From an optimization exercise on the open Yosys and OpenROAD flow, aimed at small area, a short achievable clock period and few clock cycles per item; shortcuts taken in it are not production practice.
The RTL was checked by simulation tests, not by an equivalence proof against the original design.
No activity file was given, so power comes from the tool's default toggle rates.

Setup of v43:
Design mult32x32, start of the top module:
module mult32x32 (
    input logic clk,             
    input logic reset,           
    input logic start,           
    input logic [31:0] a,        
    input logic [31:0] b,        
    output logic busy,           
    output logic [63:0] product  
);
logic upd_prod;
mult32x32_arith arith(.clk(clk),
                      .reset(reset),
                      .a(a),
                      .b(b),
                      .upd_prod(upd_prod),
                      .product(product));
mult32x32_fsm fsm(.start(start),
                  .busy(busy),
                  .upd_prod(upd_prod));
endmodule
For scale: about 130 flip-flops, roughly 0.028 mm2 of cells after synthesis.
clock: 12.0 ns
lec_check: 0
cap_margin: 20
core_margin: 2
core_utilization: 40
cts_cluster_diameter: 100
cts_cluster_size: 40
slew_margin: 20
synth_hierarchical: 1
synth_minimum_keep_size: 0
standard.sh (not shown) runs the stock make flow with config.mk's settings and CLKGATE_MAP_FILE= SYNTH_SCRIPT=/design/flow/synth_recipe.tcl, a recipe that flattens the netlist after the stock synthesis.
==> flow/flow/run.sh <==
#!/bin/bash
# Standard ORFS layout, with a plain buffer on each port and a tighter
# setup target for repair_timing.
set -euo pipefail
export BUFFER_PORTS_ARGS="-buffer_cell sky130_fd_sc_hd__buf_2"
export SETUP_SLACK_MARGIN=5.5
bash standard.sh > standard.log 2>&1
Testbench counts of v43, summed over its fixed seeds: cycles 3,200, items 3,200.
For v8, these inputs were changed with respect to v43:
==> flow/run.sh (new file) <==
#!/bin/bash
# synth_recipe.tcl (not shown) runs the flow's synth.tcl, then flattens the netlist and writes it again
# the make line also repeats each setting of config.mk as NAME=value (left out here)
make -C /OpenROAD-flow-scripts/flow DESIGN_CONFIG=/design/flow/config.mk WORK_HOME=/design/flow/orfs CLKGATE_MAP_FILE= SYNTH_SCRIPT=/design/flow/synth_recipe.tcl finish
--- a/flow/config.mk
+++ b/flow/config.mk
@@ -10,4 +10,3 @@
 export CORE_UTILIZATION = 40
-export CTS_CLUSTER_DIAMETER = 100
-export CTS_CLUSTER_SIZE = 40
+export SETUP_SLACK_MARGIN = 5
 export SLEW_MARGIN = 20
removed: flow/flow/run.sh
removed: flow/standard.sh
Results
Having completed the whole flow, v8 delivered a layout that passed the timing, design-rule and antenna checks.
Total wire length for v8 is lower than for v43.
Diff v43 -> v8: wire length of the first global-routing pass essentially unchanged; layout overhead on the synthesized area up 0.93 points; post-route non-filler standard cell count went down 17; placeable core area held; clock skew neither gained nor lost much.
v8 — met1 wire length about 5% lower, v43 as reference
Looking only at final area, and setting everything else aside, the higher value of v8 and v43 goes to v8.
Switching power share of the total, v8 and v43, higher one = v43.
Diff v43..v8 | via count | negligible
Modified inputs, v25 compared to v8
==> flow/flow/run.sh (new file) <==
#!/bin/bash
# Standard ORFS layout, with a plain buffer on each port and a tighter
# setup target for repair_timing.
set -euo pipefail
export BUFFER_PORTS_ARGS="-buffer_cell sky130_fd_sc_hd__buf_2"
export SETUP_SLACK_MARGIN=5
bash standard.sh > standard.log 2>&1
==> flow/standard.sh (new file) <==
#!/bin/bash
# synth_recipe.tcl (not shown) runs the flow's synth.tcl, then flattens the netlist and writes it again
# the make line also repeats each setting of config.mk as NAME=value (left out here)
make -C /OpenROAD-flow-scripts/flow DESIGN_CONFIG=/design/flow/config.mk WORK_HOME=/design/flow/orfs CLKGATE_MAP_FILE= SYNTH_SCRIPT=/design/flow/synth_recipe.tcl "${@:-finish}"
--- a/flow/config.mk
+++ b/flow/config.mk
@@ -10,3 +10,2 @@
 export CORE_UTILIZATION = 40
-export SETUP_SLACK_MARGIN = 5
 export SLEW_MARGIN = 20
removed: flow/run.sh
## What came out
- v25 vs. v8: share of the cycle needed by the critical path after routing moved down, achievable frequency moved up, final design instance area without fill moved down, sequential fraction of total cell area moved up.
Inputs modified between v25 and v58:
--- a/flow/config.mk
+++ b/flow/config.mk
@@ -9,3 +9,3 @@
 export CORE_MARGIN = 2
-export CORE_UTILIZATION = 40
+export CORE_UTILIZATION = 60
 export SLEW_MARGIN = 20
Results
- Diff v25 -> v58 | routed length on met1 | decrease of about 7%
- Compared v58 vs v25, and total net switching power is up in v58.
- Between v25 and v58, the share of power burned in registers is higher for v25.
- v58 vs v25, fraction of layout cells with a size suffix above 1 went down by 0.29 points.
--- input diff v58..v12 ---
--- a/flow/flow/run.sh
+++ b/flow/flow/run.sh
@@ -5,3 +5,3 @@
 export BUFFER_PORTS_ARGS="-buffer_cell sky130_fd_sc_hd__buf_2"
-export SETUP_SLACK_MARGIN=5
+export SETUP_SLACK_MARGIN=5.5
 bash standard.sh > standard.log 2>&1
--- a/flow/config.mk
+++ b/flow/config.mk
@@ -7,5 +7,6 @@
 export LEC_CHECK = 0
+export ABC_CLOCK_PERIOD_IN_PS = 2000
 export CAP_MARGIN = 20
 export CORE_MARGIN = 2
-export CORE_UTILIZATION = 60
+export CORE_UTILIZATION = 40
 export SLEW_MARGIN = 20
==> summary.txt <==
- In summary, v12 completed successfully, with a layout that passed the timing, design-rule and antenna checks.
- The higher portion of the clock cycle consumed by the worst path in the final layout of v58 and v12 is in v58.
- The met3 demand-to-capacity share in global routing reported for v12 is smaller than that of v58 by 6.3 points.
- Per the comparison of v12 with v58, instance count along the most critical hold path rose by 1; register-to-register slack rose by 0.16 ns; fmax rose by 8.1%; setup slack rose by 0.53 ns.
- The post-route worst hold slack in v12 was lower than what v58 gave.
- In v12 the sequential share of cell area turned out 0.60 points lower than in v58.
- Diff v58..v12 | setup TNS | unchanged
- Final-stage net count of v12 exceeds that of v58 slightly.
Input-level comparison between v49 and v12:
==> flow/run.sh (new file) <==
#!/bin/bash
# synth_recipe.tcl (not shown) runs the flow's synth.tcl, then flattens the netlist and writes it again
# the make line also repeats each setting of config.mk as NAME=value (left out here)
make -C /OpenROAD-flow-scripts/flow DESIGN_CONFIG=/design/flow/config.mk WORK_HOME=/design/flow/orfs CLKGATE_MAP_FILE= SYNTH_SCRIPT=/design/flow/synth_recipe.tcl finish
--- a/flow/config.mk
+++ b/flow/config.mk
@@ -7,3 +7,3 @@
 export LEC_CHECK = 0
-export ABC_CLOCK_PERIOD_IN_PS = 2000
+export ABC_AREA = 1
 export CAP_MARGIN = 20
@@ -11,2 +11,3 @@
 export CORE_UTILIZATION = 40
+export SETUP_SLACK_MARGIN = 5
 export SLEW_MARGIN = 20
removed: flow/flow/run.sh
removed: flow/standard.sh
Results
On worst slack after detailed placement: v49 sits below v12. Total area of multi-input combinational cells: v49 and v12 compared, lower one is v12. Against v12, the final cell area of v49 is higher. Highest clock rate was lower in v49 than in v12.

---

== run A ==
mult32x32 again, from the RTL that the note above started with.
## mult32x32
module mult32x32 (
    input logic clk,             
    input logic reset,           
    input logic start,           
    input logic [31:0] a,        
    input logic [31:0] b,        
    output logic busy,           
    output logic [63:0] product  
);
Settings: LEC_CHECK=0, CAP_MARGIN=20, CORE_MARGIN=2, CORE_UTILIZATION=40, SLEW_MARGIN=20, SYNTH_HIERARCHICAL=1, SYNTH_MINIMUM_KEEP_SIZE=0; clock period 12.0 ns.
==> flow/flow/run.sh <==
#!/bin/bash
# Standard ORFS layout, with a plain buffer on each port and a tighter
# setup target for repair_timing.
set -euo pipefail
export BUFFER_PORTS_ARGS="-buffer_cell sky130_fd_sc_hd__buf_2"
export SETUP_SLACK_MARGIN=6.5
bash standard.sh > standard.log 2>&1
Run A: flow completed, timing, DRC and antenna clean
Testbench counts of run A, summed over its fixed seeds: cycles 3,200, items 3,200.
Here is what was changed in the inputs of run B compared with run A.
==> flow/run.sh (new file) <==
#!/bin/bash
# synth_recipe.tcl (not shown) runs the flow's synth.tcl, then flattens the netlist and writes it again
# the make line also repeats each setting of config.mk as NAME=value (left out here)
make -C /OpenROAD-flow-scripts/flow DESIGN_CONFIG=/design/flow/config.mk WORK_HOME=/design/flow/orfs CLKGATE_MAP_FILE= SYNTH_SCRIPT=/design/flow/synth_recipe.tcl finish
removed: flow/flow/run.sh
removed: flow/standard.sh
==> summary.txt <==
Looking at relative contribution of the clock network to total power, run B sits 0.7 points higher than run A does. Taking run A as the reference, in run B initial antenna violation count now larger; worst-case vdd ir drop now smaller; area occupied by registers comparable; worst slack at placement now smaller; wire length now smaller. Run comparison: run B most common cell after layout, fill and taps aside xnor2_1; run A most common cell after layout, fill and taps aside o22ai_1.
Modified inputs, run C compared to run B
==> flow/flow/run.sh (new file) <==
#!/bin/bash
# Standard ORFS layout, with a plain buffer on each port and a tighter
# setup target for repair_timing.
set -euo pipefail
export BUFFER_PORTS_ARGS="-buffer_cell sky130_fd_sc_hd__buf_2"
export SETUP_SLACK_MARGIN=6.0
bash standard.sh > standard.log 2>&1
==> flow/standard.sh (new file) <==
#!/bin/bash
# synth_recipe.tcl (not shown) runs the flow's synth.tcl, then flattens the netlist and writes it again
# the make line also repeats each setting of config.mk as NAME=value (left out here)
make -C /OpenROAD-flow-scripts/flow DESIGN_CONFIG=/design/flow/config.mk WORK_HOME=/design/flow/orfs CLKGATE_MAP_FILE= SYNTH_SCRIPT=/design/flow/synth_recipe.tcl "${@:-finish}"
removed: flow/run.sh
Notes after the runs:
From run B to run C the numbers moved as follows: area fraction in compound gates after synthesis has remained practically unchanged; sequential power has remained practically unchanged; count of non-CTS inverters in the layout has increased; total placed instance area has remained practically unchanged.
Delta (run C minus run B): minimum clock period now sits lower; fraction of area in registers now sits lower.
Of run C and run B, it is run C that has the lower power in the clock group.
Routing usage on met1 sits higher in run C than in run B.
Delta (run C minus run B): wire length of the first global-routing pass now sits higher; final worst setup slack went up by 1360 ps; met3 wire length moved up.
#### Input delta (run D over run C)
Settings: changing CORE_UTILIZATION from 40 to 50.
-- flow/flow/run.sh --
<<< run C, line 6
export SETUP_SLACK_MARGIN=6.0
>>> run D, line 6
export SETUP_SLACK_MARGIN=5.5
Findings:
- Per the comparison of run D with run C, placer congestion estimate picked up an extra 3.8%; relative area of non-clock buffer cells in the final design went down by 2.1 points; utilization after layout moved up; wire length fell about 6%.
- Run D vs. run C: met3 wirelength from detailed routing barely changed; worst path buffer plus inverter count dropped 1.
- Across both runs, internal power was lower for run D than for run C.
[inputs] run E vs run D
Settings: CORE_UTILIZATION: 50 -> 40.
[summary]
Non-clock buffer count: run E and run D compared, higher one is run E. Taking run D as the reference, in run E total detailed-routing wirelength picked up an extra about 1.7%, power of the clock network lost about 5%. Status | run E and run D | clean.

---

Another version of the RTL of mult32x32 (not shown whole).
Size in the first run: roughly 2500 cells after synthesis, about 27000 µm² of cells after synthesis.
export LEC_CHECK = 0
export CAP_MARGIN = 20
export CORE_MARGIN = 2
export CORE_UTILIZATION = 40
export SLEW_MARGIN = 20
export SYNTH_HIERARCHICAL = 1
export SYNTH_MINIMUM_KEEP_SIZE = 0
create_clock -name core_clock -period 12.0 [get_ports {clk}]
==> flow/flow/run.sh <==
#!/bin/bash
# Standard ORFS layout, with a plain buffer on each port and a tighter
# setup target for repair_timing.
set -euo pipefail
export BUFFER_PORTS_ARGS="-buffer_cell sky130_fd_sc_hd__buf_4"
export SETUP_SLACK_MARGIN=5.5
bash standard.sh > standard.log 2>&1
Testbench counts at the start, summed over its fixed seeds: cycles 3,200, items 3,200.
Rerun with:
--- a/flow/flow/run.sh
+++ b/flow/flow/run.sh
@@ -5,2 +5,2 @@
-export BUFFER_PORTS_ARGS="-buffer_cell sky130_fd_sc_hd__buf_4"
-export SETUP_SLACK_MARGIN=5.5
+export BUFFER_PORTS_ARGS="-buffer_cell sky130_fd_sc_hd__buf_2"
+export SETUP_SLACK_MARGIN=5.75
Effect: The new run went through all stages and came out clean. Core utilization increases by 2.1 points. Worst setup slack improves by 240 ps. Cell count increases by 1.8%.
Rerun with:
--- a/flow/flow/run.sh
+++ b/flow/flow/run.sh
@@ -6 +6 @@
-export SETUP_SLACK_MARGIN=5.75
+export SETUP_SLACK_MARGIN=5.25
- worst hold slack improved by 32 ps
- sequential share of layout area is higher by 0.91 points
- via count goes down by about 3.4%
- register-to-register slack gets worse by 30 ps
- count of clock-buffer cells in the layout is unchanged
- design area went down by about 7%
- routed wire length fell by 1.7%
- total power shrinks by about 5%
- global-route usage rose by 0.34 points
- non-clock buffer count fell by 62

---

mult32x32 again, from the RTL that the note above started with.
clock: 12.0 ns
lec_check: 0
cap_margin: 20
core_margin: 2
core_utilization: 40
cts_buf_list: sky130_fd_sc_hd__clkbuf_4 sky130_fd_sc_hd__clkbuf_8
slew_margin: 20
synth_hierarchical: 1
synth_minimum_keep_size: 0
==> flow/flow/run.sh <==
#!/bin/bash
# Standard ORFS layout, with a plain buffer on each port and a tighter
# setup target for repair_timing.
set -euo pipefail
export BUFFER_PORTS_ARGS="-buffer_cell sky130_fd_sc_hd__buf_2"
export SETUP_SLACK_MARGIN=5.4
bash standard.sh > standard.log 2>&1
Testbench counts at the start, summed over its fixed seeds: cycles 3,200, items 3,200.
Next try:
==> flow/flow/run.sh (replaced) <==
#!/bin/bash
# Standard ORFS layout, with a plain buffer on each port and a tighter
# setup target for repair_timing.
set -euo pipefail
export BUFFER_PORTS_ARGS="-buffer_cell sky130_fd_sc_hd__buf_1"
export SETUP_SLACK_MARGIN=5.5
bash standard.sh > standard.log 2>&1
CTS_BUF_LIST = not set   (was sky130_fd_sc_hd__clkbuf_4 sky130_fd_sc_hd__clkbuf_8)
Outcome:
- The changed run finished clean
- setup slack improved by 0.076 ns
- wire length rises by 2.8%
- total power rises by 2.0%
- area after synthesis does not change
- via count barely changes
- die area stays the same
- final cell count rises by 1.6%
- combinational power rises by about 1%
- cell area rises by 3.3%
- sequential power hardly moves
Next try:
--- a/flow/flow/run.sh
+++ b/flow/flow/run.sh
@@ -4,3 +4,3 @@
 set -euo pipefail
-export BUFFER_PORTS_ARGS="-buffer_cell sky130_fd_sc_hd__buf_1"
+export BUFFER_PORTS_ARGS="-buffer_cell sky130_fd_sc_hd__buf_2"
 export SETUP_SLACK_MARGIN=5.5
=>
- The new run finished with timing, DRC and antenna clean
- maximum frequency is higher by 0.75%
- core utilization is lower by 0.80 points
- wire length is lower by 4.5%
- clock skew stays the same
Next try:
CTS_BUF_LIST = sky130_fd_sc_hd__clkbuf_4 sky130_fd_sc_hd__clkbuf_8   (was not set)
=>
- worst setup slack loses 0.013 ns
- core utilization shrinks by 0.31 points
- critical path depth went up by 1
- area after synthesis is unchanged
- routed wire length hardly moves
- sequential power stays flat
- sequential cell count stays the same
- clock skew is unchanged
- maximum frequency stays flat
Next try:
--- a/flow/flow/run.sh
+++ b/flow/flow/run.sh
@@ -5,3 +5,3 @@
 export BUFFER_PORTS_ARGS="-buffer_cell sky130_fd_sc_hd__buf_2"
-export SETUP_SLACK_MARGIN=5.5
+export SETUP_SLACK_MARGIN=5.6
 bash standard.sh > standard.log 2>&1
Outcome: The changed run produced a clean layout; count of clock-buffer cells in the layout rises by 1; routed wire length rises by 1.4%; hold slack barely changes; non-clock buffer count rises by 3; final area rises by 0.47%.

---

Starting RTL as in the previous note.
clock: 12.0 ns
lec_check: 0
cap_margin: 20
core_margin: 2
core_utilization: 40
gpl_routability_driven: 0
slew_margin: 20
synth_hierarchical: 1
synth_minimum_keep_size: 0
==> flow/flow/run.sh <==
#!/bin/bash
# Standard ORFS layout, with a plain buffer on each port and a tighter
# setup target for repair_timing.
set -euo pipefail
export BUFFER_PORTS_ARGS="-buffer_cell sky130_fd_sc_hd__buf_2"
export SETUP_SLACK_MARGIN=5.5
bash standard.sh > standard.log 2>&1
The first run finished clean.
Testbench counts at the start, summed over its fixed seeds: cycles 3,200, items 3,200.
Rerun with:
CTS_BUF_LIST = sky130_fd_sc_hd__clkbuf_4 sky130_fd_sc_hd__clkbuf_8   (was not set)
GPL_ROUTABILITY_DRIVEN = not set   (was 0)
PLACE_DENSITY = 0.8   (was not set)
The changed run completed without violations; area after synthesis is unchanged; total power goes down by 3.7%; core utilization stays flat; register-to-register slack is about the same; maximum frequency came out lower by 0.64%; critical path depth is higher by 1; flip-flop and latch count is unchanged; cell count grows by 0.34%; setup slack degrades by 0.042 ns; clock power fell by 24%.
Rerun with:
CTS_BUF_LIST = not set   (was sky130_fd_sc_hd__clkbuf_4 sky130_fd_sc_hd__clkbuf_8)
PLACE_DENSITY = not set   (was 0.8)
TNS_END_PERCENT = 30   (was not set)
Combinational power is higher by 3.6%.
Total power climbs by 4.1%.
Area after synthesis is unchanged.
Hold slack improves by 0.0035 ns.
Routed wire length came out higher by 2.7%.
Sequential share of layout area stays flat.
Flip-flop and latch count does not change.
Final cell count drops by 0.45%.
Global-route usage came out higher by 0.97 points.
Non-clock buffer count is lower by 7.
Critical path depth goes down by 1.

-- separate check: timing with driven ports --
Ports are ideal in the flow. The routed layouts listed here were re-timed in OpenROAD.
Step 1, drivers: a clkbuf_16 drives clk and a buf_2 each remaining input, both assumed.
Step 2 also shifts input and output timing later by t, the mid clock arrival at the registers, as if the neighbouring blocks saw the same clock.
a / b / c = ideal ports / drivers / drivers and shift; a / b = the first two.
run | t, ns | setup slack, ns | hold slack, ns | worst register clock-pin slew, ns
v43 | 0.497 | 5.529 / 5.555 / 5.058 | 0.837 / 0.837 / 0.837 | 0.07 / 0.07
v8 | 0.496 | 5.073 / 5.095 / 4.599 | 1.285 / 1.285 / 1.285 | 0.07 / 0.07
v25 | 0.504 | 5.106 / 5.142 / 4.638 | 0.819 / 0.819 / 0.819 | 0.06 / 0.06
v58 | 0.490 | 5.004 / 5.045 / 4.555 | 1.083 / 1.083 / 1.083 | 0.07 / 0.07
v12 | 0.497 | 5.529 / 5.555 / 5.058 | 0.837 / 0.837 / 0.837 | 0.07 / 0.07
v49 | 0.521 | 5.102 / 5.147 / 4.626 | 0.654 / 0.654 / 0.654 | 0.07 / 0.07
run A | 0.494 | 5.854 / 5.873 / 5.378 | 0.825 / 0.825 / 0.825 | 0.07 / 0.07
run B | 0.498 | 4.534 / 4.560 / 4.061 | 1.300 / 1.300 / 1.300 | 0.07 / 0.07
run C | 0.514 | 5.897 / 5.896 / 5.383 | 0.831 / 0.831 / 0.831 | 0.07 / 0.07
run D | 0.501 | 5.544 / 5.582 / 5.081 | 0.760 / 0.760 / 0.760 | 0.06 / 0.06
run E | 0.497 | 5.529 / 5.555 / 5.058 | 0.837 / 0.837 / 0.837 | 0.07 / 0.07
the first run of note 3 | 0.503 | 5.537 / 5.556 / 5.053 | 1.263 / 1.263 / 1.263 | 0.08 / 0.08
the second run of note 3 | 0.502 | 5.777 / 5.775 / 5.303 | 1.215 / 1.215 / 1.215 | 0.07 / 0.07
the third run of note 3 | 0.528 | 5.394 / 5.382 / 4.868 | 1.247 / 1.247 / 1.247 | 0.07 / 0.07
the first run of note 4 | 0.557 | 5.451 / 5.400 / 4.962 | 1.233 / 1.233 / 1.233 | 0.10 / 0.10
the second run of note 4 | 0.491 | 5.528 / 5.562 / 5.070 | 1.241 / 1.241 / 1.241 | 0.07 / 0.07
the third run of note 4 | 0.497 | 5.576 / 5.553 / 5.105 | 1.209 / 1.209 / 1.209 | 0.07 / 0.07
the fourth run of note 4 | 0.545 | 5.563 / 5.592 / 5.047 | 1.215 / 1.215 / 1.215 | 0.10 / 0.10
the fifth run of note 4 | 0.536 | 5.650 / 5.680 / 5.144 | 1.212 / 1.212 / 1.212 | 0.10 / 0.10
the first run of note 5 | 0.504 | 5.577 / 5.614 / 5.110 | 1.199 / 1.199 / 1.199 | 0.06 / 0.06
the second run of note 5 | 0.559 | 5.536 / 5.543 / 4.984 | 1.201 / 1.201 / 1.201 | 0.09 / 0.09
the third run of note 5 | 0.503 | 5.557 / 5.572 / 5.081 | 1.205 / 1.205 / 1.205 | 0.07 / 0.07
After both steps setup and hold are still met in every run listed. For the second run of note 5, which loses most, drivers alone change the setup slack by +0.007 ns; drivers and shift together by -0.552 ns.
